Context: an optimization exercise on an open-source flow, tuned for small area and a short achievable clock period. The choices shown serve that exercise and are no tape-out recipe. The RTL was checked by simulation tests, not by an equivalence proof against the original design.

==> flow/design.v (excerpt) <==
module mac_top
(
	input                    clk,
	input                    rst_n,         
	input                    enable,
	input                    valid,
	input                    read,    
	input                    mode,    
	input                    cfg,
	input             [15:0] in_a,
	input             [15:0] in_b,
	output            [15:0] mac_out,
	output                   error
);
Size: about 1,800 cells after synthesis, about 47 flip-flops, roughly 0.0096 sq mm of cells after synthesis.
export LEC_CHECK = 0
export ABC_AREA = 1
export CAP_MARGIN = 10
export CORE_MARGIN = 2
export CORE_UTILIZATION = 40
export CTS_BUF_LIST = sky130_fd_sc_hd__clkbuf_4 sky130_fd_sc_hd__clkbuf_8
export PLACE_DENSITY = 0.6
export SLEW_MARGIN = 10
create_clock -name core_clock -period 42.0 [get_ports {clk}]
standard.sh (not shown) runs the stock make flow with config.mk's settings and CLKGATE_MAP_FILE= SYNTH_SCRIPT=/design/flow/synth_recipe.tcl, a recipe that flattens the netlist after the stock synthesis.
==> flow/flow/run.sh <==
#!/bin/bash
# Standard layout with five changes to how it is made (the clock, constraints
# and checks are the design's own):
#  - synthesis maps logic with the delay-bounded area mapping in flow/abc_area.script, after three rounds of resyn2-style AIG rewriting
#  - synthesis leaves full and half adders to that mapping (no ADDER_MAP_FILE)
#  - synthesis maps adders' carry logic with Yosys's default Brent-Kung tree
#    (any SYNTH_OPERATIONS_ARGS drops ORFS's Kogge-Stone extra map; -nordff
#    only concerns memories, which this design has none of)
#  - ports get the smallest buffer (buf_1); timing repair resizes the ones that matter
#  - timing repair aims for more setup slack than the design's period needs
set -euo pipefail
W=$(pwd)
rm -rf "$W/scripts_local"
cp -r "$FLOW_HOME/scripts" "$W/scripts_local"
cp "$W/flow/abc_area.script" "$W/scripts_local/abc_area.script"
bash standard.sh SCRIPTS_DIR="$W/scripts_local" SYNTH_OPERATIONS_ARGS=-nordff ADDER_MAP_FILE= \
	"BUFFER_PORTS_ARGS=-buffer_cell sky130_fd_sc_hd__buf_1" SETUP_SLACK_MARGIN=24 finish > standard_flow.log 2>&1
==> flow/flow/abc_area.script <==
strash
balance
rewrite
refactor
balance
rewrite
rewrite -z
balance
refactor -z
rewrite -z
balance
balance
rewrite
refactor
balance
rewrite
rewrite -z
balance
refactor -z
rewrite -z
balance
balance
rewrite
refactor
balance
rewrite
rewrite -z
balance
refactor -z
rewrite -z
balance
dch -f
map -D 5000
topo
stime -c
dnsize -c -D 5000
The baseline completed without violations.
Next try:
--- a/flow/flow/run.sh
+++ b/flow/flow/run.sh
@@ -2 +2 @@
-# Standard layout with five changes to how it is made (the clock, constraints
+# Standard layout with four changes to how it is made (the clock, constraints
@@ -4 +4 @@
-#  - synthesis maps logic with the delay-bounded area mapping in flow/abc_area.script, after three rounds of resyn2-style AIG rewriting
+#  - synthesis maps logic with the delay-bounded area mapping in flow/abc_area.script
@@ -9 +8,0 @@
-#  - ports get the smallest buffer (buf_1); timing repair resizes the ones that matter
@@ -17 +16 @@
-	"BUFFER_PORTS_ARGS=-buffer_cell sky130_fd_sc_hd__buf_1" SETUP_SLACK_MARGIN=24 finish > standard_flow.log 2>&1
+	SETUP_SLACK_MARGIN=24 finish > standard_flow.log 2>&1
==> flow/flow/abc_area.script (replaced) <==
strash
dch -f
map -D 5000
topo
stime -c
dnsize -c -D 5000
- CAP_MARGIN: 10 -> 20
- CTS_BUF_LIST: sky130_fd_sc_hd__clkbuf_4 sky130_fd_sc_hd__clkbuf_8 -> not set
- SLEW_MARGIN: 10 -> 20
After rerunning: Utilization climbs by 1.1 points; critical path depth stays the same; setup slack degrades by 0.25 ns.
Next try:
--- a/flow/flow/run.sh
+++ b/flow/flow/run.sh
@@ -2 +2 @@
-# Standard layout with four changes to how it is made (the clock, constraints
+# Standard layout with five changes to how it is made (the clock, constraints
@@ -4 +4 @@
-#  - synthesis maps logic with the delay-bounded area mapping in flow/abc_area.script
+#  - synthesis maps logic with the delay-bounded area mapping in flow/abc_area.script, after resyn2-style AIG rewriting
@@ -8,0 +9 @@
+#  - ports get the smallest buffer (buf_1); timing repair resizes the ones that matter
@@ -16 +17 @@
-	SETUP_SLACK_MARGIN=24 finish > standard_flow.log 2>&1
+	"BUFFER_PORTS_ARGS=-buffer_cell sky130_fd_sc_hd__buf_1" SETUP_SLACK_MARGIN=24 finish > standard_flow.log 2>&1
==> flow/flow/abc_area.script (replaced) <==
strash
balance
rewrite
refactor
balance
rewrite
rewrite -z
balance
refactor -z
rewrite -z
balance
dch -f
map -D 4500
topo
stime -c
dnsize -c -D 4500
- CAP_MARGIN: 20 -> 10
- CTS_BUF_LIST: not set -> sky130_fd_sc_hd__clkbuf_4 sky130_fd_sc_hd__clkbuf_8
- SLEW_MARGIN: 20 -> 10
=>
- global-route usage rose by 0.99 points
- wire length rose by 6.5%
- final area is about the same
- via count rose by 4.1%
- core utilization fell by 1.5 points
- fmax rose by 0.54%
- first-iteration DRC count rose by 38%
Next try:
--- a/flow/flow/run.sh
+++ b/flow/flow/run.sh
@@ -4 +4 @@
-#  - synthesis maps logic with the delay-bounded area mapping in flow/abc_area.script, after resyn2-style AIG rewriting
+#  - synthesis maps logic with the delay-bounded area mapping in flow/abc_area.script
==> flow/flow/abc_area.script (replaced) <==
strash
dch -f
map -D 5000
topo
stime -c
dnsize -c -D 5000
- CAP_MARGIN: 10 -> 20
- CTS_BUF_LIST: sky130_fd_sc_hd__clkbuf_4 sky130_fd_sc_hd__clkbuf_8 -> not set
- SLEW_MARGIN: 10 -> 20
Maximum frequency is about the same.
Worst setup slack is better by 0.049 ns.
Global-route usage shrinks by 1.9 points.
Critical path depth is unchanged.
Via count shrinks by a few percent.
Register-to-register slack is worse by 0.13 ns.
Routed wire length shrinks by roughly a tenth.
Design area shrinks by a few percent.
Synthesized cell count grows slightly.
Next try:
- CAP_MARGIN: 20 -> 10
- CORE_UTILIZATION: 40 -> 55
- CTS_BUF_LIST: not set -> sky130_fd_sc_hd__clkbuf_4 sky130_fd_sc_hd__clkbuf_8
- SLEW_MARGIN: 20 -> 10
Result: The changed run completed with no timing, DRC or antenna violations. Via count rose by 2.8%. Synthesized cell count does not change. Clock-buffer cell count stays the same. Final cell count falls by 3.9%. Setup slack loses 0.040 ns. Wire length fell by 3.4%. Sequential share of layout area barely changes. Final area decreases by 0.95%. Worst hold slack is worse by 0.0071 ns.

-- static timing again, ports no longer ideal --
No port has a modelled driver above. Below, the same layouts with a new extraction and two added sets of constraints. Step 1, drivers: a clkbuf_16 drives clk and a buf_2 each remaining input, both assumed. Step 2 times the ports against the registers' clock, not the clock port: input delays grow and output delays shrink by t, the midpoint of the rising clock arrivals with the driver on. Slacks: ideal / step 1 / step 2; pairs: ideal / step 1.
run	t, ns	setup slack, ns	worst hold slack (ns)	clock arrival spread, ns	slew at the worst register clock pin (ns)
the first run	0.352	24.453 / 24.433 / 24.433	0.523 / 0.523 / 0.523	0.014 / 0.014	0.10 / 0.10
the second run	0.329	24.203 / 24.184 / 24.184	0.538 / 0.538 / 0.538	0.009 / 0.009	0.07 / 0.07
the third run	0.342	24.299 / 24.279 / 24.279	0.534 / 0.534 / 0.534	0.018 / 0.017	0.10 / 0.10
the fourth run	0.327	24.347 / 24.327 / 24.327	0.536 / 0.536 / 0.536	0.006 / 0.006	0.07 / 0.07
the fifth run	0.347	24.307 / 24.286 / 24.286	0.528 / 0.528 / 0.528	0.020 / 0.020	0.10 / 0.10
After both steps setup and hold are still met in every run listed. The setup slack of the fifth run, which loses most, moves by -0.021 ns with the drivers and by -0.021 ns with both steps.
